Source: an optimization exercise on an open RTL-to-GDS flow (aim: small area, a short achievable clock period and few clock cycles). Production flows keep margins and buffers that such runs may drop.
Where RTL was checked, it was by simulation tests only, not by an equivalence proof against the original.
For runs 1 and 2, only the layout was checked, not whether the RTL still works.
Power figures rest on the tool's default switching activity, not on a simulated workload.

`flow/config.mk`:
```
export PLATFORM = sky130hd
export DESIGN_NAME = CORDIC
export DESIGN_NICKNAME = CORDIC
export VERILOG_FILES = /design/flow/design.v
export SDC_FILE = /design/flow/constraint.sdc
export NUM_CORES = 4
export LEC_CHECK = 0
export ABC_AREA = 1
export CAP_MARGIN = 20
export CORE_MARGIN = 2
export CORE_UTILIZATION = 40
export SETUP_SLACK_MARGIN = 4
export SLEW_MARGIN = 20
export SYNTH_HIERARCHICAL = 1
export SYNTH_MINIMUM_KEEP_SIZE = 0
```
`flow/constraint.sdc`:
```
create_clock -name core_clock -period 7.5 [get_ports {clk}]
set_input_delay 1.5000 -clock core_clock [delete_from_list [all_inputs] [get_ports {clk}]]
set_output_delay 1.5000 -clock core_clock [all_outputs]
set_load 0.01 [all_outputs]
```
`flow/design.v`:
```
module CORDIC #(parameter integer W = 32)
(
    input wire clk,
    input wire start,
    input wire signed [31:0] x,
    input wire signed [31:0] y,
    output wire signed [W-1:0]phi,
    output wire done
);
reg [31:0] xr;
reg [31:0] yr;
reg [31:0] z;
reg [4:0] cnt;
reg dn;
reg [0:0] b27;   
reg [1:0] c0;
wire d = yr[31];
wire [31:0] xs, ys, xn, yn, zn;
cordic_shr u_shx (.a(yr), .s({cnt[4:1], c0[0]}), .o(xs));
cordic_shr u_shy (.a(xr), .s({cnt[4:1], ~c0[1]}), .o(ys));
cordic_addsub u_addx (.a(xr), .b(xs), .inv(d), .o(xn));
cordic_addsub u_addy (.a(yr), .b(ys), .inv(~d), .o(yn));
wire [31:0] za;
cordic_ztab u_tab (.i(cnt), .d(d), .dn(dn), .o(za));
cordic_add u_addz (.a(z), .b(za), .o(zn));
cordic_fin u_fin (.a(z), .b(b27), .o(phi));
assign done = dn;
always @(posedge clk) begin
    if (start) begin
        xr  <= x;
        yr  <= y;
        z   <= 32'h906dfdfb;
    end else begin
        xr  <= xn;
        yr  <= yn;
        z   <= zn;
    end
    if (start) begin
        cnt <= 5'd0;
        dn  <= 1'b0;
        c0[0] <= 1'b0;
        c0[1] <= 1'b1;
    end else if (!dn) begin
        cnt <= cnt + 5'd1;
        dn  <= (cnt == 5'd26);
        b27 <= {~yn[31]};
        c0[0] <= ~c0[0];
        c0[1] <= ~c0[1];
    end
end
endmodule
module cordic_shr (input wire [31:0] a, input wire [4:0] s, output wire [31:0] o);
wire [31:0] l0 = s[0] ? {{1{a[31]}}, a[31:1]} : a;
wire [31:0] l1 = s[1] ? {{2{l0[31]}}, l0[31:2]} : l0;
wire [31:0] l2 = s[2] ? {{4{l1[31]}}, l1[31:4]} : l1;
wire [31:0] l3 = s[3] ? {{8{l2[31]}}, l2[31:8]} : l2;
wire [31:0] l4 = s[4] ? {{16{l3[31]}}, l3[31:16]} : l3;
assign o = l4;
endmodule
module cordic_addsub (input wire [31:0] a, input wire [31:0] b, input wire inv, output wire [31:0] o);
wire [31:0] ax;
cordic_xor u_x (.a(a), .s(inv), .o(ax));
wire [31:0] p, g;
cordic_pgx u_pg (.a(a), .ax(ax), .b(b), .cin(inv), .p(p), .g(g));
cordic_pfx u_pfx (.p(p), .g(g), .cin(inv), .o(o));
endmodule
module cordic_xor (input wire [31:0] a, input wire s, output wire [31:0] o);
assign o = a ^ {32{s}};
endmodule
module cordic_pgx (input wire [31:0] a, input wire [31:0] ax, input wire [31:0] b, input wire cin, output wire [31:0] p, output wire [31:0] g);
assign p = ax ^ b;
wire [31:0] g1 = a & ~p;
assign g = {g1[31:1], g1[0] | (p[0] & cin)};
endmodule
module cordic_pfx (input wire [31:0] p, input wire [31:0] g, input wire cin, output wire [31:0] o);
wire G0_1 = g[1] | (p[1] & g[0]);
wire G0_3 = g[3] | (p[3] & g[2]);
wire P0_3 = p[3] & p[2];
wire G0_5 = g[5] | (p[5] & g[4]);
wire P0_5 = p[5] & p[4];
wire G0_7 = g[7] | (p[7] & g[6]);
wire P0_7 = p[7] & p[6];
wire G0_9 = g[9] | (p[9] & g[8]);
wire P0_9 = p[9] & p[8];
wire G0_11 = g[11] | (p[11] & g[10]);
wire P0_11 = p[11] & p[10];
wire G0_13 = g[13] | (p[13] & g[12]);
wire P0_13 = p[13] & p[12];
wire G0_15 = g[15] | (p[15] & g[14]);
wire P0_15 = p[15] & p[14];
wire G0_17 = g[17] | (p[17] & g[16]);
wire P0_17 = p[17] & p[16];
wire G0_19 = g[19] | (p[19] & g[18]);
wire P0_19 = p[19] & p[18];
wire G0_21 = g[21] | (p[21] & g[20]);
wire P0_21 = p[21] & p[20];
wire G0_23 = g[23] | (p[23] & g[22]);
wire P0_23 = p[23] & p[22];
wire G0_25 = g[25] | (p[25] & g[24]);
wire P0_25 = p[25] & p[24];
wire G0_27 = g[27] | (p[27] & g[26]);
wire P0_27 = p[27] & p[26];
wire G0_29 = g[29] | (p[29] & g[28]);
wire P0_29 = p[29] & p[28];
wire G0_31 = g[31] | (p[31] & g[30]);
wire P0_31 = p[31] & p[30];
wire G1_2 = g[2] | (p[2] & G0_1);
wire G1_3 = G0_3 | (P0_3 & G0_1);
wire G1_6 = g[6] | (p[6] & G0_5);
wire P1_6 = p[6] & P0_5;
wire G1_7 = G0_7 | (P0_7 & G0_5);
wire P1_7 = P0_7 & P0_5;
wire G1_10 = g[10] | (p[10] & G0_9);
wire P1_10 = p[10] & P0_9;
wire G1_11 = G0_11 | (P0_11 & G0_9);
wire P1_11 = P0_11 & P0_9;
wire G1_14 = g[14] | (p[14] & G0_13);
wire P1_14 = p[14] & P0_13;
wire G1_15 = G0_15 | (P0_15 & G0_13);
wire P1_15 = P0_15 & P0_13;
wire G1_18 = g[18] | (p[18] & G0_17);
wire P1_18 = p[18] & P0_17;
wire G1_19 = G0_19 | (P0_19 & G0_17);
wire P1_19 = P0_19 & P0_17;
wire G1_22 = g[22] | (p[22] & G0_21);
wire P1_22 = p[22] & P0_21;
wire G1_23 = G0_23 | (P0_23 & G0_21);
wire P1_23 = P0_23 & P0_21;
wire G1_26 = g[26] | (p[26] & G0_25);
wire P1_26 = p[26] & P0_25;
wire G1_27 = G0_27 | (P0_27 & G0_25);
wire P1_27 = P0_27 & P0_25;
wire G1_30 = g[30] | (p[30] & G0_29);
wire P1_30 = p[30] & P0_29;
wire G1_31 = G0_31 | (P0_31 & G0_29);
wire P1_31 = P0_31 & P0_29;
wire G2_4 = g[4] | (p[4] & G1_3);
wire G2_5 = G0_5 | (P0_5 & G1_3);
wire G2_6 = G1_6 | (P1_6 & G1_3);
wire G2_7 = G1_7 | (P1_7 & G1_3);
wire G2_12 = g[12] | (p[12] & G1_11);
wire P2_12 = p[12] & P1_11;
wire G2_13 = G0_13 | (P0_13 & G1_11);
wire P2_13 = P0_13 & P1_11;
wire G2_14 = G1_14 | (P1_14 & G1_11);
wire P2_14 = P1_14 & P1_11;
wire G2_15 = G1_15 | (P1_15 & G1_11);
wire P2_15 = P1_15 & P1_11;
wire G2_20 = g[20] | (p[20] & G1_19);
wire P2_20 = p[20] & P1_19;
wire G2_21 = G0_21 | (P0_21 & G1_19);
wire P2_21 = P0_21 & P1_19;
wire G2_22 = G1_22 | (P1_22 & G1_19);
wire P2_22 = P1_22 & P1_19;
wire G2_23 = G1_23 | (P1_23 & G1_19);
wire P2_23 = P1_23 & P1_19;
wire G2_28 = g[28] | (p[28] & G1_27);
wire P2_28 = p[28] & P1_27;
wire G2_29 = G0_29 | (P0_29 & G1_27);
wire P2_29 = P0_29 & P1_27;
wire G2_30 = G1_30 | (P1_30 & G1_27);
wire P2_30 = P1_30 & P1_27;
wire G2_31 = G1_31 | (P1_31 & G1_27);
wire P2_31 = P1_31 & P1_27;
wire G3_8 = g[8] | (p[8] & G2_7);
wire G3_9 = G0_9 | (P0_9 & G2_7);
wire G3_10 = G1_10 | (P1_10 & G2_7);
wire G3_11 = G1_11 | (P1_11 & G2_7);
wire G3_12 = G2_12 | (P2_12 & G2_7);
wire G3_13 = G2_13 | (P2_13 & G2_7);
wire G3_14 = G2_14 | (P2_14 & G2_7);
wire G3_15 = G2_15 | (P2_15 & G2_7);
wire G3_24 = g[24] | (p[24] & G2_23);
wire P3_24 = p[24] & P2_23;
wire G3_25 = G0_25 | (P0_25 & G2_23);
wire P3_25 = P0_25 & P2_23;
wire G3_26 = G1_26 | (P1_26 & G2_23);
wire P3_26 = P1_26 & P2_23;
wire G3_27 = G1_27 | (P1_27 & G2_23);
wire P3_27 = P1_27 & P2_23;
wire G3_28 = G2_28 | (P2_28 & G2_23);
wire P3_28 = P2_28 & P2_23;
wire G3_29 = G2_29 | (P2_29 & G2_23);
wire P3_29 = P2_29 & P2_23;
wire G3_30 = G2_30 | (P2_30 & G2_23);
wire P3_30 = P2_30 & P2_23;
wire G3_31 = G2_31 | (P2_31 & G2_23);
wire P3_31 = P2_31 & P2_23;
wire G4_16 = g[16] | (p[16] & G3_15);
wire G4_17 = G0_17 | (P0_17 & G3_15);
wire G4_18 = G1_18 | (P1_18 & G3_15);
wire G4_19 = G1_19 | (P1_19 & G3_15);
wire G4_20 = G2_20 | (P2_20 & G3_15);
wire G4_21 = G2_21 | (P2_21 & G3_15);
wire G4_22 = G2_22 | (P2_22 & G3_15);
wire G4_23 = G2_23 | (P2_23 & G3_15);
wire G4_24 = G3_24 | (P3_24 & G3_15);
wire G4_25 = G3_25 | (P3_25 & G3_15);
wire G4_26 = G3_26 | (P3_26 & G3_15);
wire G4_27 = G3_27 | (P3_27 & G3_15);
wire G4_28 = G3_28 | (P3_28 & G3_15);
wire G4_29 = G3_29 | (P3_29 & G3_15);
wire G4_30 = G3_30 | (P3_30 & G3_15);
wire G4_31 = G3_31 | (P3_31 & G3_15);
assign o = p ^ {G4_30, G4_29, G4_28, G4_27, G4_26, G4_25, G4_24, G4_23, G4_22, G4_21, G4_20, G4_19, G4_18, G4_17, G4_16, G3_15, G3_14, G3_13, G3_12, G3_11, G3_10, G3_9, G3_8, G2_7, G2_6, G2_5, G2_4, G1_3, G1_2, G0_1, g[0], cin};
endmodule
module cordic_add (input wire [31:0] a, input wire [31:0] b, output wire [31:0] o);
wire [31:0] p, g;
cordic_pgz u_pg (.a(a), .b(b), .p(p), .g(g));
cordic_pfx u_pfx (.p(p), .g(g), .cin(1'b0), .o(o));
endmodule
module cordic_pgz (input wire [31:0] a, input wire [31:0] b, output wire [31:0] p, output wire [31:0] g);
assign p = a ^ b;
assign g = a & b;
endmodule
module cordic_ztab (input wire [4:0] i, input wire d, input wire dn, output wire [31:0] o);
wire [31:0] t =
    ({32{i == 5'd0}} & 32'h6487ed52) |
    ({32{i == 5'd1}} & 32'h3b58ce0a) |
    ({32{i == 5'd2}} & 32'h1f5b75fa) |
    ({32{i == 5'd3}} & 32'h0feadd4e) |
    ({32{i == 5'd4}} & 32'h07fd56ee) |
    ({32{i == 5'd5}} & 32'h03ffaab8) |
    ({32{i == 5'd6}} & 32'h01fff556) |
    ({32{i == 5'd7}} & 32'h00fffeaa) |
    ({32{i == 5'd8}} & 32'h007fffd6) |
    ({32{i == 5'd9}} & 32'h003ffffa) |
    ({32{i == 5'd10}} & 32'h00200000) |
    ({32{i == 5'd11}} & 32'h00100000) |
    ({32{i == 5'd12}} & 32'h00080000) |
    ({32{i == 5'd13}} & 32'h00040000) |
    ({32{i == 5'd14}} & 32'h00020000) |
    ({32{i == 5'd15}} & 32'h00010000) |
    ({32{i == 5'd16}} & 32'h00008000) |
    ({32{i == 5'd17}} & 32'h00004000) |
    ({32{i == 5'd18}} & 32'h00002000) |
    ({32{i == 5'd19}} & 32'h00001000) |
    ({32{i == 5'd20}} & 32'h00000800) |
    ({32{i == 5'd21}} & 32'h00000400) |
    ({32{i == 5'd22}} & 32'h00000200) |
    ({32{i == 5'd23}} & 32'h00000100) |
    ({32{i == 5'd24}} & 32'h00000080) |
    ({32{i == 5'd25}} & 32'h00000040) |
    ({32{i == 5'd26}} & 32'h00000020);
assign o = (d | dn) ? 32'h0 : t;
endmodule
module cordic_fin (input wire [31:0] a, input wire [0:0] b, output wire [31:0] o);
wire [27:0] t = a[31:4];
wire a0_1 = t[1] & t[0];
wire a0_2 = t[2] & t[1];
wire a0_3 = t[3] & t[2];
wire a0_4 = t[4] & t[3];
wire a0_5 = t[5] & t[4];
wire a0_6 = t[6] & t[5];
wire a0_7 = t[7] & t[6];
wire a0_8 = t[8] & t[7];
wire a0_9 = t[9] & t[8];
wire a0_10 = t[10] & t[9];
wire a0_11 = t[11] & t[10];
wire a0_12 = t[12] & t[11];
wire a0_13 = t[13] & t[12];
wire a0_14 = t[14] & t[13];
wire a0_15 = t[15] & t[14];
wire a0_16 = t[16] & t[15];
wire a0_17 = t[17] & t[16];
wire a0_18 = t[18] & t[17];
wire a0_19 = t[19] & t[18];
wire a0_20 = t[20] & t[19];
wire a0_21 = t[21] & t[20];
wire a0_22 = t[22] & t[21];
wire a0_23 = t[23] & t[22];
wire a0_24 = t[24] & t[23];
wire a0_25 = t[25] & t[24];
wire a0_26 = t[26] & t[25];
wire a0_27 = t[27] & t[26];
wire a1_2 = a0_2 & t[0];
wire a1_3 = a0_3 & a0_1;
wire a1_4 = a0_4 & a0_2;
wire a1_5 = a0_5 & a0_3;
wire a1_6 = a0_6 & a0_4;
wire a1_7 = a0_7 & a0_5;
wire a1_8 = a0_8 & a0_6;
wire a1_9 = a0_9 & a0_7;
wire a1_10 = a0_10 & a0_8;
wire a1_11 = a0_11 & a0_9;
wire a1_12 = a0_12 & a0_10;
wire a1_13 = a0_13 & a0_11;
wire a1_14 = a0_14 & a0_12;
wire a1_15 = a0_15 & a0_13;
wire a1_16 = a0_16 & a0_14;
wire a1_17 = a0_17 & a0_15;
wire a1_18 = a0_18 & a0_16;
wire a1_19 = a0_19 & a0_17;
wire a1_20 = a0_20 & a0_18;
wire a1_21 = a0_21 & a0_19;
wire a1_22 = a0_22 & a0_20;
wire a1_23 = a0_23 & a0_21;
wire a1_24 = a0_24 & a0_22;
wire a1_25 = a0_25 & a0_23;
wire a1_26 = a0_26 & a0_24;
wire a1_27 = a0_27 & a0_25;
wire a2_4 = a1_4 & t[0];
wire a2_5 = a1_5 & a0_1;
wire a2_6 = a1_6 & a1_2;
wire a2_7 = a1_7 & a1_3;
wire a2_8 = a1_8 & a1_4;
wire a2_9 = a1_9 & a1_5;
wire a2_10 = a1_10 & a1_6;
wire a2_11 = a1_11 & a1_7;
wire a2_12 = a1_12 & a1_8;
wire a2_13 = a1_13 & a1_9;
wire a2_14 = a1_14 & a1_10;
wire a2_15 = a1_15 & a1_11;
wire a2_16 = a1_16 & a1_12;
wire a2_17 = a1_17 & a1_13;
wire a2_18 = a1_18 & a1_14;
wire a2_19 = a1_19 & a1_15;
wire a2_20 = a1_20 & a1_16;
wire a2_21 = a1_21 & a1_17;
wire a2_22 = a1_22 & a1_18;
wire a2_23 = a1_23 & a1_19;
wire a2_24 = a1_24 & a1_20;
wire a2_25 = a1_25 & a1_21;
wire a2_26 = a1_26 & a1_22;
wire a2_27 = a1_27 & a1_23;
wire a3_8 = a2_8 & t[0];
wire a3_9 = a2_9 & a0_1;
wire a3_10 = a2_10 & a1_2;
wire a3_11 = a2_11 & a1_3;
wire a3_12 = a2_12 & a2_4;
wire a3_13 = a2_13 & a2_5;
wire a3_14 = a2_14 & a2_6;
wire a3_15 = a2_15 & a2_7;
wire a3_16 = a2_16 & a2_8;
wire a3_17 = a2_17 & a2_9;
wire a3_18 = a2_18 & a2_10;
wire a3_19 = a2_19 & a2_11;
wire a3_20 = a2_20 & a2_12;
wire a3_21 = a2_21 & a2_13;
wire a3_22 = a2_22 & a2_14;
wire a3_23 = a2_23 & a2_15;
wire a3_24 = a2_24 & a2_16;
wire a3_25 = a2_25 & a2_17;
wire a3_26 = a2_26 & a2_18;
wire a3_27 = a2_27 & a2_19;
wire a4_16 = a3_16 & t[0];
wire a4_17 = a3_17 & a0_1;
wire a4_18 = a3_18 & a1_2;
wire a4_19 = a3_19 & a1_3;
wire a4_20 = a3_20 & a2_4;
wire a4_21 = a3_21 & a2_5;
wire a4_22 = a3_22 & a2_6;
wire a4_23 = a3_23 & a2_7;
wire a4_24 = a3_24 & a3_8;
wire a4_25 = a3_25 & a3_9;
wire a4_26 = a3_26 & a3_10;
wire a4_27 = a3_27 & a3_11;
assign o = {t ^ {(b[0] & a4_26), (b[0] & a4_25), (b[0] & a4_24), (b[0] & a4_23), (b[0] & a4_22), (b[0] & a4_21), (b[0] & a4_20), (b[0] & a4_19), (b[0] & a4_18), (b[0] & a4_17), (b[0] & a4_16), (b[0] & a3_15), (b[0] & a3_14), (b[0] & a3_13), (b[0] & a3_12), (b[0] & a3_11), (b[0] & a3_10), (b[0] & a3_9), (b[0] & a3_8), (b[0] & a2_7), (b[0] & a2_6), (b[0] & a2_5), (b[0] & a2_4), (b[0] & a1_3), (b[0] & a1_2), (b[0] & a0_1), (b[0] & t[0]), b[0]}, a[3:0]};
endmodule
```
`flow/run.sh`:
```
#!/bin/bash
# synth_recipe.tcl (not shown) runs the flow's synth.tcl, then flattens the netlist and writes it again
# the make line also repeats each setting of config.mk as NAME=value (left out here)
make -C /OpenROAD-flow-scripts/flow DESIGN_CONFIG=/design/flow/config.mk WORK_HOME=/design/flow/orfs CLKGATE_MAP_FILE= SYNTH_SCRIPT=/design/flow/synth_recipe.tcl finish
```
==> flow_metrics.py, run 1 <==
metrics = {
    "route": {
        "ant_nets": 0,
        "drt-total-wl_um": 49700,
        "post_drt_via_cell_ratio": 5.06,
        "drc_errors": 0,
        "wl_per_cell_um": 14.0,
        "num_vias": 17955,
        "drt_iter0_markers": 1446,
        "firstDrtPassIters": 7,
    },
    "die": {
        "die_area_um2": 40800,
        "core_area_um2": 38700,
        "die_w_um": 202,
        "die_h_um": 202,
        "boundaryPins": 99,
        "fp-row-count": 72,
        "start_util_pct": 40.5,
    },
    "sta": {
        "maxSlewHeadroom_pct": 50.9,
        "maxSlewViolCount": 0,
        "fmax_mhz": 292,
        "finalSetupViolCount": 0,
        "hold_viol": 0,
        "fin_tns_setup_ns": 0,
        "rsz0062_at_grt": "true",
        "min_period_ns": 3.42,
        "period_share_pct": 45.6,
        "worstMarginPinSlew_ns": 0.736,
        "fin_worst_skew_ns": 0.0168,
    },
    "clocking": {
        "ctsHtreeMaxLevel": 3,
        "cts_root_buf": "clkbuf_16",
        "clockBufferDepth": 2,
        "clock_sinks": 105,
        "clk_latency_ns": 0.41,
        "numCtsBuffers": 9,
        "clkTransAtPathRegs_ns": 0.09,
        "cts_tree": "built",
    },
    "synth": {
        "post_synth_instance_area_um2": 15700,
        "synth.avg_cell_area_um2": 5.31,
        "syn_inst": 2954,
        "ys_warn_count": 7,
    },
    "finish": {
        "antenna_cells": 0,
        "area_delta_synth_final_pct": 13.0,
        "design_area_um2": 17700,
        "final_cell_mix": "1162 x nand2_1, 392 x inv_1, 391 x nand3_1",
        "mostFrequentLayoutCell": "nand2_1",
        "layout.nets": 3143,
        "drive_gt1_share_pct": 12.3,
    },
    "worst_setup_path": {
        "end_kind": "output pin",
        "crit_type": "register to output pin",
        "arrival_ns": 1.92,
        "crit_fanout": 7,
        "critPathLaunchType": "register",
        "reg2reg_from": "c0[1]",
        "crit_required_ns": 6.00,
        "crit_start": "z[5]",
    },
    "grt": {
        "grt_pass1_wl_um": 79500,
        "grt-ovfl-total": 0,
        "grt_pass1_vias": 16122,
        "track_usage_pct": 23.8,
        "grt_start_max_net_pins": 69,
        "antenna_found_initial": 0,
    },
    "placement": {
        "dp_hpwl_um": 36900,
        "dpl-instance-area_um2": 16500,
        "place_congestion": 0.952,
        "port_buffers": 98,
    },
    "power_and_ir_drop": {
        "seqPwrFrac_pct": 16.1,
        "p_per_area_nw_per_um2": 484,
        "combPwrFrac_pct": 77.4,
        "clockPowerShare_pct": 6.4,
        "swShare_pct": 58.6,
        "power.switching_mw": 5.04,
        "internal-power_mw": 3.55,
        "leakagePower_nw": 10.4,
        "ir_worst_vdd_mv": 0.248,
    },
    "run_status": {
        "outcome": "timing/DRC/antenna clean",
    },
    "worst_hold_path": {
        "min_from": "c0[1]",
        "hp-class": "register to register",
    },
    "job": {
        "cap_violations": 0,
    },
}
==> metrics by stage <==
stage                     hold WS (ns)  power (mW)  setup slack (ns)  utilization [%]  instances
after floorplan                  0.434        6.52              4.55                -       2955
after global placement           0.447        7.70              3.32             42.6       3470
after detailed placement         0.455        7.81              3.25             42.6       3470
after CTS                        0.542        8.44              3.91             44.3       3516
after global routing             0.542        9.67              3.95             45.8       3550
final                            0.515        8.59              4.08             45.8       3550
==> critical path, stage by stage (launching register included) <==
cell     delay [ns]
dfxtp_4        0.39
nand2_1        0.10
nor2_4         0.16
nand3_4        0.18
nor2_4         0.15
buf_6          0.10
buf_6          0.08
buf_6          0.09
nand2_2        0.03
nand2_1        0.05
nand2_1        0.05
buf_2          0.13
==> repair_timing <==
action                                 CTS  global route
gates cloned                             7             5
pin swaps                                5            16
hold buffers                             0             0
setup buffers                           23            29
resized for setup                       81            90
setup endpoints to repair               91            74
endpoints found under the hold margin    0             0
==> power by group through the flow <==
stage | Combinational (mW) | Sequential (mW) | Clock [mW]
2_1_floorplan | 5.38 | 1.13 | 0
3_5_place_dp | 6.45 | 1.36 | 0
4_1_cts | 6.50 | 1.36 | 0.576
5_1_grt | 7.67 | 1.41 | 0.589
6_report | 6.65 | 1.38 | 0.554
3_3_place_gp | 6.34 | 1.37 | 0
==> state kept, by name, summed over array words and instances, names as in the netlist <==
signal and count:
b27 1, cnt 5, z 32, dn 1, c0 2, xr 32
yr 32
==> routing by layer <==
layer / GRT usage, % / share of wire (%) / vias up
met5: 0 / 0 / -
met4: 7.51 / 2.8 / 0
met3: 3.05 / 5.0 / 106
met2: 39.7 / 46 / 497
met1: 31.7 / 46 / 8124
li1: - / - / 9228
==> layout make-up <==
cell class              count  area, um^2
clock buffers              10         239
clock inverters             6        83.8
fillers                  4228       21000
inverters                 418        1660
multi-input cells        2321       11300
flip-flops and latches    105        2160
well taps                 518         648
repair buffers            164        1630
repair inverters            8        58.8
==> path summary, 6_finish.rpt <==
| check | slack (ns) | endpoint | depth (start not counted) |
|---|---|---|---|
| max | 4.08 | phi[31] | 11 |
| min | 0.52 | c0[1] | 1 |
| max reg2reg | 4.21 | yr[17] | 26 |
| min reg2reg | 0.52 | c0[1] | 1 |
==> run 2, diff against run 1 <==
--- a/flow/design.v
+++ b/flow/design.v
@@ -13,15 +13,18 @@
 reg [4:0] cnt;
 reg dn;
 reg [0:0] b27;   
+reg dx;
+reg dyn;
+reg zen;
 reg [1:0] c0;
 wire d = yr[31];
 wire [31:0] xs, ys, xn, yn, zn;
 cordic_shr u_shx (.a(yr), .s({cnt[4:1], c0[0]}), .o(xs));
 cordic_shr u_shy (.a(xr), .s({cnt[4:1], ~c0[1]}), .o(ys));
-cordic_addsub u_addx (.a(xr), .b(xs), .inv(d), .o(xn));
-cordic_addsub u_addy (.a(yr), .b(ys), .inv(~d), .o(yn));
+cordic_addsub u_addx (.a(xr), .b(xs), .inv(dx), .o(xn));
+cordic_addsub u_addy (.a(yr), .b(ys), .inv(dyn), .o(yn));
 wire [31:0] za;
-cordic_ztab u_tab (.i(cnt), .d(d), .dn(dn), .o(za));
+cordic_ztab u_tab (.i(cnt), .en(zen), .o(za));
 cordic_add u_addz (.a(z), .b(za), .o(zn));
 cordic_fin u_fin (.a(z), .b(b27), .o(phi));
 assign done = dn;
@@ -36,6 +39,17 @@
         z   <= zn;
     end
     if (start) begin
+        dyn <= ~y[31];
+        dx  <= y[31];
+        zen <= ~y[31];
+    end else begin
+        dyn <= ~yn[31];
+        if (!dn) begin
+            dx  <= yn[31];
+            zen <= ~yn[31] & (cnt != 5'd26);
+        end
+    end
+    if (start) begin
         cnt <= 5'd0;
         dn  <= 1'b0;
         c0[0] <= 1'b0;
@@ -213,7 +227,7 @@
 assign p = a ^ b;
 assign g = a & b;
 endmodule
-module cordic_ztab (input wire [4:0] i, input wire d, input wire dn, output wire [31:0] o);
+module cordic_ztab (input wire [4:0] i, input wire en, output wire [31:0] o);
 wire [31:0] t =
     ({32{i == 5'd0}} & 32'h6487ed52) |
     ({32{i == 5'd1}} & 32'h3b58ce0a) |
@@ -242,7 +256,7 @@
     ({32{i == 5'd24}} & 32'h00000080) |
     ({32{i == 5'd25}} & 32'h00000040) |
     ({32{i == 5'd26}} & 32'h00000020);
-assign o = (d | dn) ? 32'h0 : t;
+assign o = en ? t : 32'h0;
 endmodule
 module cordic_fin (input wire [31:0] a, input wire [0:0] b, output wire [31:0] o);
 wire [27:0] t = a[31:4];
==> run 2 against run 1 <==
Net effect: final cell count up 0.90%; power rose by 3.5%; flip-flop and latch count is 3 higher; critical path type unchanged; largest cell class unchanged.
==> flow_metrics.py, run 2 <==
metrics = {
    "sta": {
        "setup_slack_ns": 3.98,
        "fin_worst_skew_ns": 0.0159,
        "min_period_ns": 3.52,
        "worstMarginPinSlew_ns": 0.797,
        "hold_viol": 0,
        "finalSetupViolCount": 0,
        "period_share_pct": 47.0,
        "fin_hold_ws_ns": 0.516,
        "fmax_mhz": 284,
        "maxSlewHeadroom_pct": 46.9,
        "fin_tns_setup_ns": 0,
        "maxSlewViolCount": 0,
        "rsz0062_at_grt": "true",
    },
    "placement": {
        "pre_cts_slack_ns": 3.08,
        "port_buffers": 98,
        "dpl.cell_count": 3492,
        "dpl-instance-area_um2": 16600,
        "dp_hpwl_um": 38400,
        "place_congestion": 0.982,
    },
    "route": {
        "drt-total-wl_um": 52000,
        "firstDrtPassIters": 8,
        "wl_per_cell_um": 14.5,
        "post_drt_via_cell_ratio": 5.05,
        "num_vias": 18078,
        "ant_nets": 0,
        "drc_errors": 0,
        "drt_iter0_markers": 1518,
    },
    "die": {
        "boundaryPins": 99,
        "die_w_um": 203,
        "fp-row-count": 72,
        "start_util_pct": 40.7,
        "die_area_um2": 41200,
        "core_area_um2": 38800,
        "die_h_um": 203,
    },
    "synth": {
        "post_synth_instance_area_um2": 15800,
        "ys_warn_count": 7,
        "synth.avg_cell_area_um2": 5.31,
        "syn_inst": 2977,
    },
    "finish": {
        "design_area_um2": 18300,
        "layout.nets": 3175,
        "reg_top3": "xr x32, yr x32, z x32",
        "area_delta_synth_final_pct": 15.4,
        "mostFrequentLayoutCell": "nand2_1",
        "finish.utilization_pct": 47.0,
        "nFillCells": 4196,
        "fin_cells": 3582,
        "antenna_cells": 0,
        "final_cell_mix": "1151 x nand2_1, 391 x inv_1, 370 x nand3_1",
        "drive_gt1_share_pct": 14.0,
    },
    "clocking": {
        "clkTransAtPathRegs_ns": 0.08,
        "cts_tree": "built",
        "clk_latency_ns": 0.41,
        "numCtsBuffers": 9,
        "cts_hold_buf": 0,
        "cts_root_buf": "clkbuf_16",
        "ctsHtreeMaxLevel": 3,
        "clock_sinks": 108,
        "clockBufferDepth": 2,
    },
    "power_and_ir_drop": {
        "power_mw": 8.89,
        "ir_worst_vdd_mv": 0.169,
        "p_per_area_nw_per_um2": 487,
        "leakagePower_nw": 10.7,
    },
    "worst_setup_path": {
        "critPathLaunchType": "register",
        "crit_required_ns": 6.00,
        "reg2regPathDepth": 27,
        "arrival_ns": 2.02,
        "crit_type": "register to output pin",
        "crit_fanout": 7,
        "end_kind": "output pin",
    },
    "run_status": {
        "outcome": "timing/DRC/antenna clean",
    },
    "job": {
        "cap_violations": 0,
    },
    "grt": {
        "grt_pass1_vias": 15935,
        "track_usage_pct": 24.7,
        "grt_start_max_net_pins": 71,
        "grt-ovfl-total": 0,
        "antenna_found_initial": 0,
        "grt_pass1_wl_um": 82600,
    },
    "worst_hold_path": {
        "min_path_cells": 1,
        "hp-class": "register to register",
    },
}
==> run 2: final cells by class <==
class	instances	area [um^2]	area share (%)
Multi-Input combinational cell	2339	11600	63.5
Timing Repair Buffer	174	1770	9.69
Clock inverter	7	50.0	0.274
Clock buffer	9	225	1.23
Sequential cell	108	2230	12.2
Tap cell	518	648	3.55
Timing Repair inverter	7	75.1	0.411
Inverter	420	1680	9.18
==> run 2: power by group <==
group / switching [mW] / internal (mW) / total [mW]
Sequential: 0.580 / 0.871 / 1.45
Clock: 0.272 / 0.227 / 0.500
Combinational: 4.32 / 2.62 / 6.94
==> run 2: worst max-delay path, stage by stage (launching register included) <==
cell      delay, ns
edfxtp_1       0.54
nand2_2        0.11
nor2_4         0.15
nand3_4        0.16
buf_6          0.16
nor2_4         0.09
buf_6          0.12
nand2_1        0.04
nand2_1        0.05
nand2_1        0.05
buf_2          0.13
==> run 2: timing repair <==
| action | CTS | global route |
|---|---|---|
| gates cloned | 9 | 3 |
| endpoints found under the setup margin | 105 | 77 |
| pin swaps | 8 | 30 |
| buffers inserted | 21 | 41 |
| gates resized for setup | 107 | 161 |
==> run 2: final timing paths <==
kind / end / start / slack (ns)
setup / recovery: phi[29] / b27 / 3.98
hold / removal: c0[1] / c0[1] / 0.52
setup reg to reg: yr[17] / c0[1] / 4.16
hold reg to reg: c0[1] / c0[1] / 0.52
==> run 2: layer usage <==
layer | track usage [%] | part of all wire, % | up-vias
met2 | 39.6 | 44 | 596
met3 | 4.17 | 6.7 | 106
met1 | 34.0 | 46 | 8075
met5 | 0 | 0 | -
li1 | - | - | 9301
met4 | 7.19 | 2.9 | 0
==> run 3, diff against run 2 <==
--- a/flow/design.v
+++ b/flow/design.v
@@ -13,20 +13,23 @@
 reg [4:0] cnt;
 reg dn;
 reg [0:0] b27;   
-reg dx;
-reg dyn;
-reg zen;
+reg [2:0] ff;
 reg [1:0] c0;
 wire d = yr[31];
 wire [31:0] xs, ys, xn, yn, zn;
 cordic_shr u_shx (.a(yr), .s({cnt[4:1], c0[0]}), .o(xs));
 cordic_shr u_shy (.a(xr), .s({cnt[4:1], ~c0[1]}), .o(ys));
-cordic_addsub u_addx (.a(xr), .b(xs), .inv(dx), .o(xn));
-cordic_addsub u_addy (.a(yr), .b(ys), .inv(dyn), .o(yn));
+cordic_addsub u_addx (.a(xr), .b(xs), .inv(d), .o(xn));
+cordic_addsub u_addy (.a(yr), .b(ys), .inv(~d), .o(yn));
 wire [31:0] za;
-cordic_ztab u_tab (.i(cnt), .en(zen), .o(za));
+cordic_ztab u_tab (.i(cnt), .d(d), .dn(dn), .o(za));
 cordic_add u_addz (.a(z), .b(za), .o(zn));
-cordic_fin u_fin (.a(z), .b(b27), .o(phi));
+wire b26 = ~d;
+wire [2:0] fnext;
+assign fnext[0] = z[4] & (b26 ? (~z[5] & (&z[10:6])) : (&z[10:5]));
+assign fnext[1] = z[4] & (b26 ? (~z[5] & (&z[17:6])) : (&z[17:5]));
+assign fnext[2] = z[4] & (b26 ? (~z[5] & (&z[24:6])) : (&z[24:5]));
+cordic_fin u_fin (.a(z), .b(b27), .f(ff), .o(phi));
 assign done = dn;
 always @(posedge clk) begin
     if (start) begin
@@ -39,17 +42,6 @@
         z   <= zn;
     end
     if (start) begin
-        dyn <= ~y[31];
-        dx  <= y[31];
-        zen <= ~y[31];
-    end else begin
-        dyn <= ~yn[31];
-        if (!dn) begin
-            dx  <= yn[31];
-            zen <= ~yn[31] & (cnt != 5'd26);
-        end
-    end
-    if (start) begin
         cnt <= 5'd0;
         dn  <= 1'b0;
         c0[0] <= 1'b0;
@@ -60,6 +52,7 @@
         b27 <= {~yn[31]};
         c0[0] <= ~c0[0];
         c0[1] <= ~c0[1];
+        if (cnt == 5'd26) ff <= fnext;
     end
 end
 endmodule
@@ -227,7 +220,7 @@
 assign p = a ^ b;
 assign g = a & b;
 endmodule
-module cordic_ztab (input wire [4:0] i, input wire en, output wire [31:0] o);
+module cordic_ztab (input wire [4:0] i, input wire d, input wire dn, output wire [31:0] o);
 wire [31:0] t =
     ({32{i == 5'd0}} & 32'h6487ed52) |
     ({32{i == 5'd1}} & 32'h3b58ce0a) |
@@ -256,118 +249,40 @@
     ({32{i == 5'd24}} & 32'h00000080) |
     ({32{i == 5'd25}} & 32'h00000040) |
     ({32{i == 5'd26}} & 32'h00000020);
-assign o = en ? t : 32'h0;
+assign o = (d | dn) ? 32'h0 : t;
 endmodule
-module cordic_fin (input wire [31:0] a, input wire [0:0] b, output wire [31:0] o);
-wire [27:0] t = a[31:4];
-wire a0_1 = t[1] & t[0];
-wire a0_2 = t[2] & t[1];
-wire a0_3 = t[3] & t[2];
-wire a0_4 = t[4] & t[3];
-wire a0_5 = t[5] & t[4];
-wire a0_6 = t[6] & t[5];
-wire a0_7 = t[7] & t[6];
-wire a0_8 = t[8] & t[7];
-wire a0_9 = t[9] & t[8];
-wire a0_10 = t[10] & t[9];
-wire a0_11 = t[11] & t[10];
-wire a0_12 = t[12] & t[11];
-wire a0_13 = t[13] & t[12];
-wire a0_14 = t[14] & t[13];
-wire a0_15 = t[15] & t[14];
-wire a0_16 = t[16] & t[15];
-wire a0_17 = t[17] & t[16];
-wire a0_18 = t[18] & t[17];
-wire a0_19 = t[19] & t[18];
-wire a0_20 = t[20] & t[19];
-wire a0_21 = t[21] & t[20];
-wire a0_22 = t[22] & t[21];
-wire a0_23 = t[23] & t[22];
-wire a0_24 = t[24] & t[23];
-wire a0_25 = t[25] & t[24];
-wire a0_26 = t[26] & t[25];
-wire a0_27 = t[27] & t[26];
-wire a1_2 = a0_2 & t[0];
-wire a1_3 = a0_3 & a0_1;
-wire a1_4 = a0_4 & a0_2;
-wire a1_5 = a0_5 & a0_3;
-wire a1_6 = a0_6 & a0_4;
-wire a1_7 = a0_7 & a0_5;
-wire a1_8 = a0_8 & a0_6;
-wire a1_9 = a0_9 & a0_7;
-wire a1_10 = a0_10 & a0_8;
-wire a1_11 = a0_11 & a0_9;
-wire a1_12 = a0_12 & a0_10;
-wire a1_13 = a0_13 & a0_11;
-wire a1_14 = a0_14 & a0_12;
-wire a1_15 = a0_15 & a0_13;
-wire a1_16 = a0_16 & a0_14;
-wire a1_17 = a0_17 & a0_15;
-wire a1_18 = a0_18 & a0_16;
-wire a1_19 = a0_19 & a0_17;
-wire a1_20 = a0_20 & a0_18;
-wire a1_21 = a0_21 & a0_19;
-wire a1_22 = a0_22 & a0_20;
-wire a1_23 = a0_23 & a0_21;
-wire a1_24 = a0_24 & a0_22;
-wire a1_25 = a0_25 & a0_23;
-wire a1_26 = a0_26 & a0_24;
-wire a1_27 = a0_27 & a0_25;
-wire a2_4 = a1_4 & t[0];
-wire a2_5 = a1_5 & a0_1;
-wire a2_6 = a1_6 & a1_2;
-wire a2_7 = a1_7 & a1_3;
-wire a2_8 = a1_8 & a1_4;
-wire a2_9 = a1_9 & a1_5;
-wire a2_10 = a1_10 & a1_6;
-wire a2_11 = a1_11 & a1_7;
-wire a2_12 = a1_12 & a1_8;
-wire a2_13 = a1_13 & a1_9;
-wire a2_14 = a1_14 & a1_10;
-wire a2_15 = a1_15 & a1_11;
-wire a2_16 = a1_16 & a1_12;
-wire a2_17 = a1_17 & a1_13;
-wire a2_18 = a1_18 & a1_14;
-wire a2_19 = a1_19 & a1_15;
-wire a2_20 = a1_20 & a1_16;
-wire a2_21 = a1_21 & a1_17;
-wire a2_22 = a1_22 & a1_18;
-wire a2_23 = a1_23 & a1_19;
-wire a2_24 = a1_24 & a1_20;
-wire a2_25 = a1_25 & a1_21;
-wire a2_26 = a1_26 & a1_22;
-wire a2_27 = a1_27 & a1_23;
-wire a3_8 = a2_8 & t[0];
-wire a3_9 = a2_9 & a0_1;
-wire a3_10 = a2_10 & a1_2;
-wire a3_11 = a2_11 & a1_3;
-wire a3_12 = a2_12 & a2_4;
-wire a3_13 = a2_13 & a2_5;
-wire a3_14 = a2_14 & a2_6;
-wire a3_15 = a2_15 & a2_7;
-wire a3_16 = a2_16 & a2_8;
-wire a3_17 = a2_17 & a2_9;
-wire a3_18 = a2_18 & a2_10;
-wire a3_19 = a2_19 & a2_11;
-wire a3_20 = a2_20 & a2_12;
-wire a3_21 = a2_21 & a2_13;
-wire a3_22 = a2_22 & a2_14;
-wire a3_23 = a2_23 & a2_15;
-wire a3_24 = a2_24 & a2_16;
-wire a3_25 = a2_25 & a2_17;
-wire a3_26 = a2_26 & a2_18;
-wire a3_27 = a2_27 & a2_19;
-wire a4_16 = a3_16 & t[0];
-wire a4_17 = a3_17 & a0_1;
-wire a4_18 = a3_18 & a1_2;
-wire a4_19 = a3_19 & a1_3;
-wire a4_20 = a3_20 & a2_4;
-wire a4_21 = a3_21 & a2_5;
-wire a4_22 = a3_22 & a2_6;
-wire a4_23 = a3_23 & a2_7;
-wire a4_24 = a3_24 & a3_8;
-wire a4_25 = a3_25 & a3_9;
-wire a4_26 = a3_26 & a3_10;
-wire a4_27 = a3_27 & a3_11;
-assign o = {t ^ {(b[0] & a4_26), (b[0] & a4_25), (b[0] & a4_24), (b[0] & a4_23), (b[0] & a4_22), (b[0] & a4_21), (b[0] & a4_20), (b[0] & a4_19), (b[0] & a4_18), (b[0] & a4_17), (b[0] & a4_16), (b[0] & a3_15), (b[0] & a3_14), (b[0] & a3_13), (b[0] & a3_12), (b[0] & a3_11), (b[0] & a3_10), (b[0] & a3_9), (b[0] & a3_8), (b[0] & a2_7), (b[0] & a2_6), (b[0] & a2_5), (b[0] & a2_4), (b[0] & a1_3), (b[0] & a1_2), (b[0] & a0_1), (b[0] & t[0]), b[0]}, a[3:0]};
+module cordic_fin (input wire [31:0] a, input wire b, input wire [2:0] f, output wire [31:0] o);
+assign o[3:0] = a[3:0];
+wire c0 = b;
+assign o[4] = a[4] ^ c0;
+assign o[5] = a[5] ^ (c0 & (&a[4:4]));
+assign o[6] = a[6] ^ (c0 & (&a[5:4]));
+assign o[7] = a[7] ^ (c0 & (&a[6:4]));
+assign o[8] = a[8] ^ (c0 & (&a[7:4]));
+assign o[9] = a[9] ^ (c0 & (&a[8:4]));
+assign o[10] = a[10] ^ (c0 & (&a[9:4]));
+wire c1 = (b & f[0]);
+assign o[11] = a[11] ^ c1;
+assign o[12] = a[12] ^ (c1 & (&a[11:11]));
+assign o[13] = a[13] ^ (c1 & (&a[12:11]));
+assign o[14] = a[14] ^ (c1 & (&a[13:11]));
+assign o[15] = a[15] ^ (c1 & (&a[14:11]));
+assign o[16] = a[16] ^ (c1 & (&a[15:11]));
+assign o[17] = a[17] ^ (c1 & (&a[16:11]));
+wire c2 = (b & f[1]);
+assign o[18] = a[18] ^ c2;
+assign o[19] = a[19] ^ (c2 & (&a[18:18]));
+assign o[20] = a[20] ^ (c2 & (&a[19:18]));
+assign o[21] = a[21] ^ (c2 & (&a[20:18]));
+assign o[22] = a[22] ^ (c2 & (&a[21:18]));
+assign o[23] = a[23] ^ (c2 & (&a[22:18]));
+assign o[24] = a[24] ^ (c2 & (&a[23:18]));
+wire c3 = (b & f[2]);
+assign o[25] = a[25] ^ c3;
+assign o[26] = a[26] ^ (c3 & (&a[25:25]));
+assign o[27] = a[27] ^ (c3 & (&a[26:25]));
+assign o[28] = a[28] ^ (c3 & (&a[27:25]));
+assign o[29] = a[29] ^ (c3 & (&a[28:25]));
+assign o[30] = a[30] ^ (c3 & (&a[29:25]));
+assign o[31] = a[31] ^ (c3 & (&a[30:25]));
 endmodule
--- a/flow/config.mk
+++ b/flow/config.mk
@@ -9,7 +9,7 @@
 export CAP_MARGIN = 20
 export CORE_MARGIN = 2
 export CORE_UTILIZATION = 40
-export SETUP_SLACK_MARGIN = 4
+export SETUP_SLACK_MARGIN = 4.2
 export SLEW_MARGIN = 20
 export SYNTH_HIERARCHICAL = 1
 export SYNTH_MINIMUM_KEEP_SIZE = 0
==> run 3 against run 2 <==
Net effect: hold slack worse by 0.033 ns; flip-flop and latch count unchanged; via count down 1.0%; non-clock buffer count up 17; clock power up 7.8%; critical path type unchanged.
==> flow_metrics.py, run 3 <==
metrics = {
    "finish": {
        "antenna_cells": 0,
        "reg_top3": "xr x32, yr x32, z x32",
        "nFillCells": 4173,
        "drive_gt1_share_pct": 14.2,
        "layout.nets": 3179,
        "area_delta_synth_final_pct": 17.5,
        "final_cell_mix": "1152 x nand2_1, 402 x inv_1, 381 x nand3_1",
        "design_area_um2": 18400,
        "finish.utilization_pct": 47.6,
        "mostFrequentLayoutCell": "nand2_1",
    },
    "worst_setup_path": {
        "arrival_ns": 1.77,
        "critPathLaunchType": "register",
        "end_kind": "output pin",
        "crit_type": "register to output pin",
        "crit_required_ns": 6.00,
        "crit_fanout": 5,
    },
    "clocking": {
        "clkTransAtPathRegs_ns": 0.10,
        "numCtsBuffers": 9,
        "cts_hold_buf": 0,
        "clockBufferDepth": 2,
        "ctsHtreeMaxLevel": 3,
        "clk_latency_ns": 0.40,
        "cts_root_buf": "clkbuf_16",
        "clock_sinks": 108,
        "cts_tree": "built",
    },
    "sta": {
        "min_period_ns": 3.27,
        "maxSlewHeadroom_pct": 42.3,
        "maxSlewViolCount": 0,
        "fin_worst_skew_ns": 0.0226,
        "fmax_mhz": 306,
        "finalSetupViolCount": 0,
        "worstMarginPinSlew_ns": 0.865,
        "period_share_pct": 43.6,
        "rsz0062_at_grt": "true",
        "hold_viol": 0,
        "fin_tns_setup_ns": 0,
    },
    "die": {
        "die_h_um": 202,
        "fp-row-count": 72,
        "die_w_um": 202,
        "core_area_um2": 38600,
        "die_area_um2": 40800,
        "boundaryPins": 99,
        "start_util_pct": 40.5,
    },
    "synth": {
        "post_synth_instance_area_um2": 15700,
        "synth.avg_cell_area_um2": 5.29,
        "ys_warn_count": 7,
        "syn_inst": 2959,
    },
    "power_and_ir_drop": {
        "internal-power_mw": 3.73,
        "power_mw": 8.92,
        "power.switching_mw": 5.20,
        "seqPwrFrac_pct": 15.3,
        "swShare_pct": 58.2,
        "combPwrFrac_pct": 78.7,
        "p_per_area_nw_per_um2": 485,
        "leakagePower_nw": 10.8,
        "clockPowerShare_pct": 6.0,
        "ir_worst_vdd_mv": 0.173,
    },
    "run_status": {
        "outcome": "timing/DRC/antenna clean",
    },
    "worst_hold_path": {
        "hp-class": "register to register",
    },
    "route": {
        "wl_per_cell_um": 14.4,
        "firstDrtPassIters": 6,
        "ant_nets": 0,
        "drt-total-wl_um": 51700,
        "drt_iter0_markers": 1450,
        "drc_errors": 0,
        "num_vias": 17891,
        "post_drt_via_cell_ratio": 4.99,
    },
    "grt": {
        "grt_start_max_net_pins": 84,
        "grt-ovfl-total": 0,
        "antenna_found_initial": 0,
        "track_usage_pct": 24.2,
        "grt_pass1_wl_um": 80600,
        "grt_pass1_vias": 15880,
    },
    "placement": {
        "dp_hpwl_um": 37100,
        "port_buffers": 98,
        "dpl-instance-area_um2": 16500,
        "place_congestion": 0.964,
    },
    "job": {
        "cap_violations": 0,
    },
}
==> run 3: cell count changes in the layout (fill, tap and decap cells not counted), sizes merged, moves of 5 or more <==
cell,delta
dlygate4sd2,+15
nor2,-23
nand2,-14
nor3,+5
xnor2,-6
inv,+14
o21ai,+8
nand4,+7
a21oi,-11
==> run 3: routing by layer <==
| metal | global-route usage, % | up-vias | wire, um |
|---|---|---|---|
| met2 | 41.1 | 508 | 23700 |
| met5 | 0 | - | 0 |
| li1 | - | 9293 | - |
| met3 | 2.93 | 89 | 2850 |
| met4 | 6.93 | 0 | 1470 |
| met1 | 32.1 | 8001 | 23700 |
==> run 3: stage by stage <==
step                instances  setup slack [ns]  hold WS, ns
global placement         3475              3.40        0.472
floorplan                2960              4.54        0.434
global route             3583              4.03        0.499
CTS                      3520              4.07        0.501
finish                   3583              4.23        0.483
detailed placement       3475              3.35        0.479
==> run 3: repair_timing <==
item / CTS / global route
buffers inserted: 21 / 51
pin swaps: 3 / 18
setup endpoints to repair: 99 / 80
hold endpoints to repair: 0 / 0
gates cloned: 8 / 12
resized for setup: 74 / 153
==> run 3: worst max-delay path: stages, from the launching register on <==
cell	delay, ns
edfxtp_1	0.38
buf_6	0.17
ha_1	0.29
clkdlybuf4s50_1	0.53
==> run 3: path summary, 6_finish.rpt <==
path	start	endpoint	slack, ns	cells after the start
worst max-delay path	b27	phi[4]	4.23	3
worst max register to register	cnt[2]	xr[17]	4.35	21
worst min-delay path	c0[1]	c0[1]	0.48	1
worst min register to register	c0[1]	c0[1]	0.48	1
==> run 3: power groups by stage <==
stage / Clock (mW) / Combinational (mW) / Sequential [mW]
final: 0.539 / 7.02 / 1.37
after global routing: 0.572 / 8.09 / 1.40
after CTS: 0.560 / 6.56 / 1.36
after detailed placement: 0 / 6.52 / 1.37
after global placement: 0 / 6.39 / 1.37
after floorplan: 0 / 5.39 / 1.15
==> run 3: area by class of cell <==
class	instances	area, um^2	share of cell area [%]
clock buffer	9	225	1.22
clock inverter	7	80.1	0.435
inverter	431	1740	9.45
multi-input combinational	2310	11400	61.9
sequential	108	2240	12.2
tap	518	648	3.52
timing repair buffer	191	2010	10.9
timing repair inverter	9	70.1	0.381
Testbench counts of run 3, summed over its fixed seeds: cycles 22,400.
==> run 4, diff against run 3 <==
--- a/flow/config.mk
+++ b/flow/config.mk
@@ -9,7 +9,7 @@
 export CAP_MARGIN = 20
 export CORE_MARGIN = 2
 export CORE_UTILIZATION = 40
-export SETUP_SLACK_MARGIN = 4.2
+export SETUP_SLACK_MARGIN = 4.35
 export SLEW_MARGIN = 20
 export SYNTH_HIERARCHICAL = 1
 export SYNTH_MINIMUM_KEEP_SIZE = 0
==> run 4 against run 3 <==
Net effect: largest cell class unchanged; final cell count is 0.75% higher; critical path depth is 4 higher; non-clock buffer count is 23 higher; worst setup slack better by 0.076 ns; synthesized area stayed put; still clean.
==> flow_metrics.py, run 4 <==
metrics = {
    "die": {
        "core_area_um2": 38600,
        "fp-row-count": 72,
        "die_w_um": 202,
        "boundaryPins": 99,
        "start_util_pct": 40.5,
        "die_area_um2": 40800,
        "die_h_um": 202,
    },
    "route": {
        "drc_errors": 0,
        "drt-total-wl_um": 55100,
        "wl_per_cell_um": 15.3,
        "post_drt_via_cell_ratio": 5.08,
        "num_vias": 18321,
        "drt_iter0_markers": 1425,
        "firstDrtPassIters": 6,
        "ant_nets": 0,
    },
    "worst_setup_path": {
        "crit_required_ns": 6.00,
        "critPathLaunchType": "register",
        "end_kind": "output pin",
        "arrival_ns": 1.69,
        "crit_fanout": 5,
        "crit_type": "register to output pin",
    },
    "grt": {
        "grt_start_max_net_pins": 84,
        "track_usage_pct": 24.7,
        "antenna_found_initial": 0,
        "grt-ovfl-total": 0,
        "grt_pass1_wl_um": 82000,
        "grt_pass1_vias": 16023,
    },
    "sta": {
        "finalSetupViolCount": 0,
        "worstMarginPinSlew_ns": 0.860,
        "fin_worst_skew_ns": 0.0154,
        "fin_tns_setup_ns": 0,
        "hold_viol": 0,
        "rsz0062_at_grt": "true",
        "maxSlewHeadroom_pct": 42.7,
        "maxSlewViolCount": 0,
        "fmax_mhz": 313,
        "min_period_ns": 3.19,
        "period_share_pct": 42.6,
    },
    "clocking": {
        "clk_latency_ns": 0.40,
        "cts_tree": "built",
        "clock_sinks": 108,
        "cts_root_buf": "clkbuf_16",
        "numCtsBuffers": 9,
        "ctsHtreeMaxLevel": 3,
        "clkTransAtPathRegs_ns": 0.09,
        "cts_hold_buf": 0,
        "clockBufferDepth": 2,
    },
    "placement": {
        "port_buffers": 98,
        "place_congestion": 0.964,
        "dp_hpwl_um": 37100,
        "dpl.cell_count": 3475,
    },
    "run_status": {
        "outcome": "timing/DRC/antenna clean",
    },
    "synth": {
        "ys_warn_count": 7,
        "syn_inst": 2959,
        "post_synth_instance_area_um2": 15700,
        "synth.avg_cell_area_um2": 5.29,
    },
    "finish": {
        "fin_cells": 3610,
        "area_delta_synth_final_pct": 23.5,
        "mostFrequentLayoutCell": "nand2_1",
        "reg_top3": "xr x32, yr x32, z x32",
        "final_cell_mix": "1120 x nand2_1, 399 x inv_1, 350 x nand3_1",
        "drive_gt1_share_pct": 18.9,
        "nFillCells": 4093,
        "antenna_cells": 0,
        "layout.nets": 3206,
    },
    "power_and_ir_drop": {
        "ir_worst_vdd_mv": 0.188,
        "leakagePower_nw": 11.1,
        "p_per_area_nw_per_um2": 492,
    },
    "job": {
        "cap_violations": 0,
    },
    "worst_hold_path": {
        "hp-class": "register to register",
    },
}
## run 4: cell count changes in the layout (fill, tap and decap cells not counted), moves of 12 or more
cell           before   now
nand2_1          1152  1120
nand3_1           381   350
nand3_2            64    94
nand2_2            73   102
nor2_4             16    43
nor2_1            264   241
dlygate4sd2_1      22    10
## run 4: worst max-delay path, cell delays in order, from the launching register on
cell      delay, ns
edfxtp_1       0.39
buf_6          0.16
buf_4          0.14
nand2_4        0.09
inv_4          0.05
ha_4           0.15
xor2_1         0.16
buf_2          0.15
## run 4: where the power goes
part | internal [mW] | switching, mW | total, mW
registers | 0.866 | 0.527 | 1.39
logic | 2.87 | 4.72 | 7.59
clock network | 0.265 | 0.274 | 0.540
## run 4: layer usage
metal	vias to the layer above	track usage, %	part of all wire, %
met3	118	2.97	6.3
met1	8226	32.7	44
li1	9358	-	-
met2	619	41.7	46
met4	0	7.54	3.3
met5	-	0	0
## run 4: area by class of cell
| cell class | instances | area (um^2) | area share [%] |
|---|---|---|---|
| flip-flops and latches | 108 | 2250 | 11.6 |
| inverters | 431 | 1750 | 9.05 |
| multi-input cells | 2312 | 11900 | 61.7 |
| well taps | 518 | 648 | 3.35 |
| clock inverters | 7 | 80.1 | 0.414 |
| repair buffers | 214 | 2350 | 12.2 |
| clock buffers | 9 | 225 | 1.16 |
| repair inverters | 11 | 103 | 0.530 |
## run 4: worst paths after layout
kind	from	endpoint	slack [ns]	depth (start not counted)
setup / recovery	b27	phi[19]	4.31	7
hold / removal	cnt[0]	cnt[0]	0.58	2
setup reg to reg	cnt[1]	xr[17]	4.42	18
hold reg to reg	cnt[0]	cnt[0]	0.58	2
## run 4: timing repair
| item | in CTS | in global routing |
|---|---|---|
| gates cloned | 11 | 23 |
| resized for setup | 126 | 299 |
| buffers inserted | 38 | 47 |
| endpoints found under the setup margin | 117 | 82 |
| pin swaps | 5 | 45 |
## run 4: metrics by stage
step / utilization, % / total power [mW] / hold slack, ns / cell area [um^2] / worst slack (ns)
floorplan: - / 6.54 / 0.434 / 15700 / 4.54
global placement: 42.7 / 7.76 / 0.472 / 16500 / 3.40
detailed placement: 42.7 / 7.89 / 0.479 / 16500 / 3.35
CTS: 45.4 / 8.55 / 0.501 / 17600 / 4.17
global route: 50.1 / 10.7 / 0.604 / 19300 / 4.22
finish: 50.1 / 9.52 / 0.584 / 19300 / 4.31
==> run 5, diff against run 4 <==
--- a/flow/config.mk
+++ b/flow/config.mk
@@ -9,7 +9,8 @@
 export CAP_MARGIN = 20
 export CORE_MARGIN = 2
 export CORE_UTILIZATION = 40
-export SETUP_SLACK_MARGIN = 4.35
+export PLACE_DENSITY = 0.75
+export SETUP_SLACK_MARGIN = 4
 export SLEW_MARGIN = 20
 export SYNTH_HIERARCHICAL = 1
 export SYNTH_MINIMUM_KEEP_SIZE = 0
==> run 5 against run 4 <==
Net effect: combinational power is 14% lower; sequential power hardly changed; clock-buffer cell count is 1 higher; sequential share of layout area is 1.2 points higher; clock skew is 0.0013 ns lower; register-to-register slack worse by 0.27 ns; worst setup slack worse by 0.19 ns; clock power is 3% higher; core utilization is 5.2 points lower; largest power group unchanged; highest routed layer unchanged.
==> flow_metrics.py, run 5 <==
metrics = {
    "worst_setup_path": {
        "max_stage_delay_ns": 0.53,
        "crit_slowest_cell": "clkdlybuf4s50_1",
        "crit_required_ns": 6.00,
        "arrival_ns": 1.88,
        "critPathTopFamily": "buffers and inverters",
        "crit_type": "register to output pin",
        "crit_chain": "buf_4 > nand2_2 > nor2_4 > nand2_1 > inv_1 > nor2_1 > clkdlybuf4s50_1",
        "critPathLaunchType": "register",
        "path_buf_inv": 3,
        "crit_fanout": 5,
        "end_kind": "output pin",
    },
    "sta": {
        "fin_tns_setup_ns": 0,
        "min_period_ns": 3.38,
        "worstMarginPinSlew_ns": 0.793,
        "maxSlewViolCount": 0,
        "rsz0062_at_grt": "true",
        "finalSetupViolCount": 0,
        "fmax_mhz": 296,
        "hold_viol": 0,
        "period_share_pct": 45.0,
        "fin_worst_skew_ns": 0.0141,
        "maxSlewHeadroom_pct": 47.1,
    },
    "placement": {
        "port_buffers": 98,
        "dp_hpwl_um": 33900,
        "place_congestion": 0.952,
    },
    "finish": {
        "mostFrequentLayoutCell": "nand2_1",
        "area_delta_synth_final_pct": 10.6,
        "reg_top3": "xr x32, yr x32, z x32",
        "final_cell_mix": "1163 x nand2_1, 404 x inv_1, 399 x nand3_1",
        "antenna_cells": 0,
        "finish.utilization_pct": 44.8,
        "drive_gt1_share_pct": 9.78,
        "nFillCells": 4207,
        "layout.nets": 3130,
    },
    "route": {
        "firstDrtPassIters": 8,
        "num_vias": 17434,
        "drt-total-wl_um": 45300,
        "ant_nets": 0,
        "drc_errors": 0,
        "post_drt_via_cell_ratio": 4.93,
        "drt_iter0_markers": 1582,
        "wl_per_cell_um": 12.8,
    },
    "die": {
        "start_util_pct": 40.5,
        "die_h_um": 202,
        "die_w_um": 202,
        "core_area_um2": 38600,
        "fp-row-count": 72,
        "die_area_um2": 40800,
        "boundaryPins": 99,
    },
    "job": {
        "cap_violations": 0,
    },
    "grt": {
        "grt_start_max_net_pins": 68,
        "grt-ovfl-total": 0,
        "grt_pass1_wl_um": 73900,
        "use_met3_pct": 3.11,
        "grtUsageMet2_pct": 34.6,
        "globalRouteMet1Util_pct": 29.9,
        "grt_busiest_layer": "met2",
        "antenna_found_initial": 0,
        "grt_pass1_vias": 14959,
        "track_usage_pct": 21.9,
    },
    "clocking": {
        "clock_sinks": 108,
        "clk_latency_ns": 0.40,
        "ctsHtreeMaxLevel": 3,
        "clockBufferDepth": 2,
        "numCtsBuffers": 9,
        "cts_root_buf": "clkbuf_16",
        "cts_tree": "built",
        "clkTransAtPathRegs_ns": 0.08,
    },
    "synth": {
        "ys_warn_count": 7,
        "syn_inst": 2959,
        "post_synth_instance_area_um2": 15700,
        "synth.avg_cell_area_um2": 5.29,
    },
    "power_and_ir_drop": {
        "ir_worst_vdd_mv": 0.205,
        "p_per_area_nw_per_um2": 485,
        "leakagePower_nw": 10.4,
    },
    "worst_hold_path": {
        "hp-class": "register to register",
    },
    "run_status": {
        "outcome": "timing/DRC/antenna clean",
    },
}
## run 5: what timing repair did
item / 4_1_cts / 5_1_grt
gates cloned: 5 / 1
pin swaps: 7 / 4
gates resized for setup: 35 / 39
setup endpoints to repair: 78 / 68
hold buffers: 0 / 0
setup buffers: 7 / 30
## run 5: per-layer routing
metal / wire (um) / vias to the layer above
met2: 19900 / 646
li1: - / 9198
met1: 20800 / 7485
met3: 3100 / 105
met4: 1600 / 0
met5: 0 / -
## run 5: cell type report
type / count / area, um^2 / share of cell area, %
clock buffers: 10 / 229 / 1.32
flip-flops and latches: 108 / 2220 / 12.8
clock inverters: 6 / 93.8 / 0.542
well taps: 518 / 648 / 3.74
inverters: 431 / 1700 / 9.80
multi-input cells: 2309 / 11000 / 63.4
repair inverters: 6 / 45.0 / 0.260
repair buffers: 146 / 1410 / 8.14
## run 5: through the flow
stage / total power [mW] / hold WS (ns) / cells / setup WS [ns] / instance area (um^2)
5_1_grt: 9.50 / 0.522 / 3534 / 3.88 / 17300
3_5_place_dp: 7.74 / 0.481 / 3475 / 3.37 / 16500
4_1_cts: 8.34 / 0.501 / 3503 / 3.91 / 17000
3_3_place_gp: 7.65 / 0.469 / 3475 / 3.39 / 16500
2_1_floorplan: 6.54 / 0.434 / 2960 / 4.54 / 15700
6_report: 8.41 / 0.502 / 3534 / 4.12 / 17300
## run 5: final timing paths
path / from / end / slack (ns) / depth (start not counted)
min reg2reg: c0[1] / c0[1] / 0.50 / 1
max reg2reg: cnt[2] / xr[17] / 4.15 / 24
max: b27 / phi[27] / 4.12 / 7
min: c0[1] / c0[1] / 0.50 / 1
## run 5: report_power, final
part           internal [mW]  leakage [nW]  total, mW  switching, mW
Combinational           2.40          9.35       6.50           4.10
Clock                  0.297         0.159      0.554          0.257
Sequential             0.858         0.912       1.36          0.498
==> run 6, diff against run 5 <==
--- a/flow/config.mk
+++ b/flow/config.mk
@@ -9,7 +9,6 @@
 export CAP_MARGIN = 20
 export CORE_MARGIN = 2
 export CORE_UTILIZATION = 40
-export PLACE_DENSITY = 0.75
 export SETUP_SLACK_MARGIN = 4
 export SLEW_MARGIN = 20
 export SYNTH_HIERARCHICAL = 1
==> run 6 against run 5 <==
Net effect: global-route usage rose by 1.9 points; flip-flop and latch count did not move; hold slack worse by 0.011 ns; still clean.
==> flow_metrics.py, run 6 <==
metrics = {
    "worst_setup_path": {
        "crit_type": "register to output pin",
        "reg2regPathDepth": 24,
        "rrSetupSlack_ns": 4.28,
        "critPathTopFamily": "buffers and inverters",
        "crit_required_ns": 6.00,
        "endpoint": "phi[11]",
        "end_kind": "output pin",
        "arrival_ns": 1.90,
        "crit_slowest_cell": "clkdlybuf4s50_1",
        "worst-path-stages": 5,
        "critPathLaunchType": "register",
        "path_buf_inv": 3,
        "max_stage_delay_ns": 0.53,
        "crit_fanout": 5,
        "r2r_end": "xr[17]",
        "crit_start": "b27",
        "crit_chain": "buf_6 > nand2_2 > inv_1 > ha_1 > clkdlybuf4s50_1",
        "reg2reg_from": "cnt[1]",
    },
    "finish": {
        "drive_gt1_share_pct": 10.3,
        "layout.nets": 3126,
        "antenna_cells": 0,
        "area_delta_synth_final_pct": 11.8,
        "final_cell_mix": "1162 x nand2_1, 406 x inv_1, 395 x nand3_1",
        "reg_top3": "xr x32, yr x32, z x32",
        "mostFrequentLayoutCell": "nand2_1",
    },
    "job": {
        "cap_violations": 0,
    },
    "clocking": {
        "cts_hold_buf": 0,
        "clockBufferDepth": 2,
        "clkTransAtPathRegs_ns": 0.09,
        "clock_sinks": 108,
        "clk_latency_ns": 0.40,
        "numCtsBuffers": 9,
        "cts_root_buf": "clkbuf_16",
        "cts_tree": "built",
        "ctsHtreeMaxLevel": 3,
    },
    "route": {
        "drt-total-wl_um": 49700,
        "post_drt_via_cell_ratio": 4.98,
        "firstDrtPassIters": 8,
        "drc_errors": 0,
        "num_vias": 17584,
        "ant_nets": 0,
        "wl_per_cell_um": 14.1,
        "drt_iter0_markers": 1307,
    },
    "synth": {
        "post_synth_instance_area_um2": 15700,
        "syn_inst": 2959,
        "synth.avg_cell_area_um2": 5.29,
        "ys_warn_count": 7,
    },
    "sta": {
        "fin_tns_setup_ns": 0,
        "maxSlewViolCount": 0,
        "period_share_pct": 45.4,
        "rsz0062_at_grt": "true",
        "finalSetupViolCount": 0,
        "fmax_mhz": 294,
        "maxSlewHeadroom_pct": 42.8,
        "hold_viol": 0,
        "fin_hold_ws_ns": 0.491,
        "min_period_ns": 3.40,
        "worstMarginPinSlew_ns": 0.858,
        "fin_worst_skew_ns": 0.0157,
    },
    "run_status": {
        "outcome": "timing/DRC/antenna clean",
    },
    "grt": {
        "grt_pass1_wl_um": 79300,
        "grt_start_max_net_pins": 84,
        "grt_pass1_vias": 15698,
        "track_usage_pct": 23.8,
        "grt-ovfl-total": 0,
        "antenna_found_initial": 0,
    },
    "placement": {
        "dp_hpwl_um": 37100,
        "port_buffers": 98,
        "place_congestion": 0.964,
    },
    "die": {
        "fp-row-count": 72,
        "die_area_um2": 40800,
        "die_h_um": 202,
        "core_area_um2": 38600,
        "die_w_um": 202,
        "start_util_pct": 40.5,
        "boundaryPins": 99,
    },
    "power_and_ir_drop": {
        "p_per_area_nw_per_um2": 490,
        "ir_worst_vdd_mv": 0.171,
        "leakagePower_nw": 10.4,
    },
    "worst_hold_path": {
        "hp-class": "register to register",
    },
}
==> run 6: cell types whose count changed in the layout (fill, tap and decap cells not counted), sizes merged, moves of 3 or more <==
cell,before,now
buf,49,38
clkbuf,10,15
dlygate4sd2,12,4
clkdlybuf4s50,77,91
inv,423,426
dlymetal6s2s,8,2
==> run 6: per-layer routing <==
metal / routed length, um / vias to the layer above / GRT usage, %
met4: 1060 / 0 / 6.36
met1: 22900 / 7823 / 31.8
met2: 22900 / 524 / 40.5
met3: 2770 / 61 / 2.64
li1: - / 9176 / -
met5: 0 / - / 0
==> run 6: layout make-up <==
type                    instances  area (um^2)
fillers                      4243        21100
clock buffers                   9          225
flip-flops and latches        108         2220
well taps                     518          648
repair inverters                7         53.8
repair buffers                141         1510
inverters                     431         1700
clock inverters                 7         80.1
multi-input cells            2309        11100
==> run 6: how the worst min path moves through the flow <==
stage / from / end / slack, ns / cells after the start
after floorplan: c0[1] / c0[1] / 0.43 / 1
after global placement: c0[1] / c0[1] / 0.47 / 1
after detailed placement: c0[1] / c0[1] / 0.48 / 1
after CTS: c0[1] / c0[1] / 0.50 / 1
after global routing: c0[1] / c0[1] / 0.51 / 1
final: c0[1] / c0[1] / 0.49 / 1
==> run 6: per-stage QoR <==
stage          setup WS [ns]  area, um^2  instances  util (%)  power, mW
4_1_cts                 3.95       17000       3505      44.0       8.50
3_5_place_dp            3.35       16500       3475      42.7       7.89
6_report                4.10       17500       3530      45.3       8.58
3_3_place_gp            3.40       16500       3475      42.7       7.76
2_1_floorplan           4.54       15700       2960         -       6.54
5_1_grt                 3.93       17500       3530      45.3       9.73
==> run 6: worst register-to-register path, cell delays in order, from the launching register on <==
cell	delay, ns
dfxtp_4	0.45
buf_4	0.18
clkbuf_16	0.24
nand3_2	0.12
nand3_2	0.10
nand2_1	0.08
nand2_1	0.06
nand2_1	0.10
nand2_1	0.08
nand2_1	0.10
nand2_1	0.08
inv_1	0.03
nor2_1	0.23
nor2_1	0.07
inv_1	0.06
nand2_1	0.06
nand2_1	0.06
nand2_1	0.14
a21oi_4	0.23
nand2_8	0.13
ha_1	0.20
nor2_1	0.11
xnor2_1	0.12
nand2_1	0.06
nand2_1	0.07
==> run 6: power breakdown <==
part	leakage (nW)	switching, mW	internal [mW]
clock network	0.150	0.269	0.265
logic	9.35	4.23	2.45
registers	0.912	0.499	0.859
==> run 6: timing repair <==
item	in CTS	in global routing
pin swaps	0	1
cloned	6	6
gates resized for setup	31	66
setup endpoints to repair	83	79
buffers inserted	8	19

-- port drivers added, routing unchanged --
Ports are ideal in the flow. The routed layouts listed here were re-timed in OpenROAD.
Step 1 sets driving cells, clkbuf_16 on the clock port and buf_2 on the other inputs (assumed; they add their load-dependent delay and slew).
Step 2, shift: input delay + t, output delay - t, t = (earliest + latest rising clock arrival at the registers) / 2. This alone moves slack from input paths to output paths.
Three values: ideal, step 1, step 2; two values: the first two.
run | t, ns | setup WS [ns] | worst data-port slew with drivers (ns)
run 1 | 0.458 | 4.081 / 4.024 / 4.209 | 0.05
run 2 | 0.456 | 3.976 / 3.923 / 4.164 | 0.06
run 3 | 0.444 | 4.233 / 4.182 / 4.352 | 0.05
run 4 | 0.444 | 4.309 / 4.257 / 4.422 | 0.05
run 5 | 0.442 | 4.122 / 4.069 / 4.149 | 0.05
run 6 | 0.441 | 4.097 / 4.046 / 4.276 | 0.05
After both steps every run listed still meets setup and hold.
